This design comes from an exercise in tuning for small area and a short achievable clock period on the open sky130 flow, not from production work.
The RTL was checked by simulation tests, not by an equivalence proof against the original design.
Power figures rest on the tool's default switching activity, not on a simulated workload.

==> flow/design.v <==
`default_nettype none
module fp16_mult (
	input wire clk, reset,
   input wire [15:0] a, b,
   output reg [15:0] result
);
	reg sign_a, sign_b, sign_res, sign_norm;
	reg [4:0] exp_a, exp_b, exp_res, exp_norm;
	reg [10:0] mant_a, mant_b;
	reg [21:0] mant_res, mant_norm;
	always @(posedge clk) begin
			sign_a <= a[15];
			sign_b <= b[15];
			exp_a  <= a[14:10];
			exp_b  <= b[14:10];
			mant_a <= {1'b1, a[9:0]};   
			mant_b <= {1'b1, b[9:0]};
			mant_res <= mant_a * mant_b;
			exp_res  <= exp_a + exp_b - 15;   
			sign_res <= sign_a ^ sign_b;
			sign_norm <= sign_res;
			if (mant_res[21]) begin
				mant_norm <= mant_res >> 1;
				exp_norm  <= exp_res + 1;
			end
			else begin
				mant_norm <= mant_res;
				exp_norm  <= exp_res;
			end
	end
	always @(posedge clk or posedge reset) begin
		if (reset) 
			result <= 0;
		else
			result <= {sign_norm, exp_norm[4:0], mant_norm[19:10]};   
	end
endmodule
==> flow/run.sh <==
#!/bin/bash
# synth_recipe.tcl (not shown) runs the flow's synth.tcl, then flattens the netlist and writes it again
# the make line also repeats each setting of config.mk as NAME=value (left out here)
make -C /OpenROAD-flow-scripts/flow DESIGN_CONFIG=/design/flow/config.mk WORK_HOME=/design/flow/orfs CLKGATE_MAP_FILE= SYNTH_SCRIPT=/design/flow/synth_recipe.tcl finish
==> flow/config.mk <==
export PLATFORM = sky130hd
export DESIGN_NAME = fp16_mult
export DESIGN_NICKNAME = fp16_mult
export VERILOG_FILES = /design/flow/design.v
export SDC_FILE = /design/flow/constraint.sdc
export NUM_CORES = 4
export LEC_CHECK = 0
export CAP_MARGIN = 20
export CORE_MARGIN = 2
export CORE_UTILIZATION = 40
export SLEW_MARGIN = 20
==> flow/constraint.sdc <==
create_clock -name core_clock -period 5.5 [get_ports {clk}]
set_input_delay 1.1000 -clock core_clock [delete_from_list [all_inputs] [get_ports {clk}]]
set_output_delay 1.1000 -clock core_clock [all_outputs]
set_load 0.01 [all_outputs]
==> impl_results.md <==
* Async SR Flop Fraction at roughly a fifth
* Setup TNS at 0 ns
* Instance count of the mapped netlist at 545
* Grt ovf at 0
* CP Launch Type: flip-flop
* Nets at 768
* Final Hold Vio Count at 0
* Post-Syn Area at approximately 0.0058 mm²
* Die ar. at about 0.015 mm²
* Initial antenna violation count at 0
* Worst VDD drop at roughly 0.00026 V
* Min cycle time layout at between 5 and 6 ns
* Sequential area share after synthesis at ~30%
* Post-Synthesis Net Count at between 700 and 800
* EDFF count, synth at 0
* Met3 usage at under 10%
* # resized after CTS at 0
* Detailed-route DRC error count at 0
* Post-Route Skew at about 0.0075 ns
* Overall Global Routing Usage at around 16%
* Max-Cap Viols at 0
* PortBufs at 49
* Ys flop type: dfxtp_1
* Buf/Inv on CP at 4
* Hold Crit Class: flip-flop to flip-flop
* Root buf cell: clkbuf_16
* Met1 Use GR at a little under 20%
* Final setup vio count at 0
* Crit path DAT at ~5.3 ns
* Worst-skew pair later-pin latency at 0.34 ns
* Top Usage Layer GRT: met2
* Via/cell ratio at 4.66
* CP peak stage delay at 0.58 ns
* Share of cells above drive strength 1 at between 6 and 7%
* Clock slew seen by the registers of the worst setup and hold paths at around 0.06 ns
* DRT antenna net count at 0
* Routed vias at approximately 3600
* Synth cell count leaders: inv_1 (105), fa_1 (80), dfxtp_1 (66), ha_1 (64), nand2_1 (64)
* Area Overhead vs Synth at 16.5%
* Core Region at between 0.01 and 0.015 mm²
* Status: finished clean
* Max Clock Freq at a little under 200 MHz
* Worst-Margin Slew at ~0.59 ns
* Worst Path Required at ~5.7 ns
* Count of cell types in the netlist at 38
* CTS tree: yes
* Worst slew margin relative to its limit at 60.4%
* Post-DR wirelength/cell at between 10 and 15 µm
* Crit path top cell by count: fa_1
* CTS Hold Bufs at 0
* #FFs+latches synth at 82
* Final WL at between 10 and 15 mm
* Share of the synthesized area in the top cell type at around 28%
* Die Span X at between 100 and 150 µm
* Dpl hpwl at 8.96 mm
* Placer Congestion at just under 0.9
* Power Dens Cells at slightly above 500 mW/mm²
* Io pins at 50
* Initial DRC Count at 142
* Met2 usage at between 20% and 30%
* Area leader, netlist: fa_1
* Synth warn at 1
* CP Cell Sequence: inv_1 -> fa_1 -> inv_1 -> fa_1 -> fa_1 -> fa_1 -> inv_1 -> fa_1 -> inv_1 -> ha_1 -> a21o_1 -> a31oi_1 -> o21ba_2 -> o31a_1 -> o21ai_0 -> xor2_1
* Kind of cell adding the most delay to the critical path: adder cells
* Avg Synthesized Cell Area at 10.6 µm²
* Unrepaired setup endpoints after global routing: no
* Site Rows at 43
* First-pass iteration count of the detailed router at 4
* H-tree Lvls at 3
* Max-slew violations at 0
* TritonCTS buffer count at 9
* Vias in the first global route at between 3000 and 4000
* Main area contributors after synthesis: fa_1 (28%), dfxtp_1 (23%), ha_1 (14%)
* First-pass GRT wire length at approximately 18 mm
* Clock sinks at 82
* Initial Utilization at between 40% and 50%
* Antenna fix cells at 0
* Pin count of the biggest net entering global routing at 17
* Leakage power total at approximately 3.2 nW
* Most frequent cell after synthesis: inv_1
* Post-CTS setup buffers at 0
* CTS Buffer Depth at 2
* Final Cycle Share at about nine tenths
* Critical path endpoint category: flip-flop
* Critical Path Fanout Max at 8
* Layout Utilization at roughly 48%
* Die Ht at between 100 and 150 µm
* Slowest CP cell: fa_1
* Kind of critical path: flip-flop to flip-flop
==> state kept, by name, summed over array words and instances, names as in the netlist, 5 cells and up <==
register   count
exp_a          5
exp_b          5
exp_norm       5
exp_res        5
mant_a        10
mant_b        10
mant_norm     10
mant_res      12
result        16
==> layer usage <==
metal | vias to the layer above | routed length, µm
li1 | 1760 | -
met1 | 1752 | 4710
met2 | 78 | 5150
met3 | 18 | 425
met4 | 0 | 291
met5 | - | 0
==> worst register-to-register path: cells and delay by family, from the launching register on <==
family	cells	cell delay [ns]
adder cells (fa/ha/maj)	6	2.99
AO/OA/AOI/OAI	5	0.92
buffers and inverters	4	0.37
XOR/XNOR	1	0.16
flip-flops	1	0.49
==> report_power, final <==
group	internal, W	switching [W]
Clock	0.000317	0.000238
Combinational	0.000948	0.00102
Sequential	0.000803	0.0000888
==> path summary, 6_finish.rpt <==
| check | start | to | slack, ns | cells after the start |
|---|---|---|---|---|
| min in group asynchronous | reset | result[7] | 1.12 | 2 |
| worst max register to register | mant_b[2] | mant_res[20] | 0.46 | 16 |
| max in group asynchronous | reset | result[15] | 4.00 | 2 |
| worst min-delay path | exp_norm[3] | result[13] | 0.33 | 0 |
| worst max-delay path | mant_b[2] | mant_res[20] | 0.46 | 16 |
| worst min register to register | exp_norm[3] | result[13] | 0.33 | 0 |
==> cell type report <==
type | count | area (µm²)
clock buffer | 10 | 239
clock inverter | 6 | 41.3
tap | 180 | 225
multi-input combinational | 340 | 3570
inverter | 105 | 394
timing repair buffer | 52 | 513
sequential | 82 | 1720
fill | 1335 | 7280
==> cell families (layout without fill, tap and decap cells) <==
family | Yosys count | after routing | synth area share (%)
adders and majority gates | 144 | 144 | 41.7
and+or+nand+nor | 128 | 128 | 10.7
buffers and inverters | 123 | 173 | 8.05
DFF | 82 | 82 | 29.9
AOI/OAI and AO/OA | 34 | 34 | 3.96
xor gates and xnor gates | 22 | 22 | 3.35
muxes | 12 | 12 | 2.33
==> metrics by stage <==
step | setup slack [ns] | area (µm²) | hold slack, ns | instances | total power (W)
2_1_floorplan | 0.698 | 5750 | 0.310 | 545 | 0.00239
3_3_place_gp | 0.526 | 6420 | 0.317 | 759 | 0.00284
3_5_place_dp | 0.456 | 6420 | 0.320 | 759 | 0.00288
4_1_cts | 0.432 | 6700 | 0.328 | 775 | 0.00346
5_1_grt | 0.179 | 6700 | 0.329 | 775 | 0.00378
6_report | 0.456 | 6700 | 0.326 | 775 | 0.00342
==> layout by cell type (no fill, tap or decap), types with 10 or more instances in the layout <==
cell type / n
a21oi_1: 10
dfxtp_1: 66
nand2_1: 64
ha_1: 64
xnor2_1: 15
dfrtp_1: 16
mux2_2: 11
inv_1: 105
nor2_1: 15
and2_1: 28
clkdlybuf4s50_1: 49
fa_1: 80

[port drivers added, routing unchanged]
In the flow no input, the clock included, has a driving cell. The finished layout below was timed again as built, in two steps. Step 1: set_driving_cell puts a clkbuf_16 on clk and a buf_2 on each other input, an assumption about the parent block. Step 2 also shifts input and output timing later by t, the mid clock arrival at the registers, as if the neighbouring blocks saw the same clock. Three values: ideal, step 1, step 2; two values: the first two.
shift t [ns]: 0.376
setup slack, ns: 0.456 / 0.456 / 0.456
worst setup path at the end: register to register
clock arrival spread, ns: 0.009 / 0.009
worst data-port slew with drivers (ns): 0.03
After both steps setup and hold are still met in this run. The setup slack of this run moves by 0.000 ns with the drivers and by 0.000 ns with both steps.
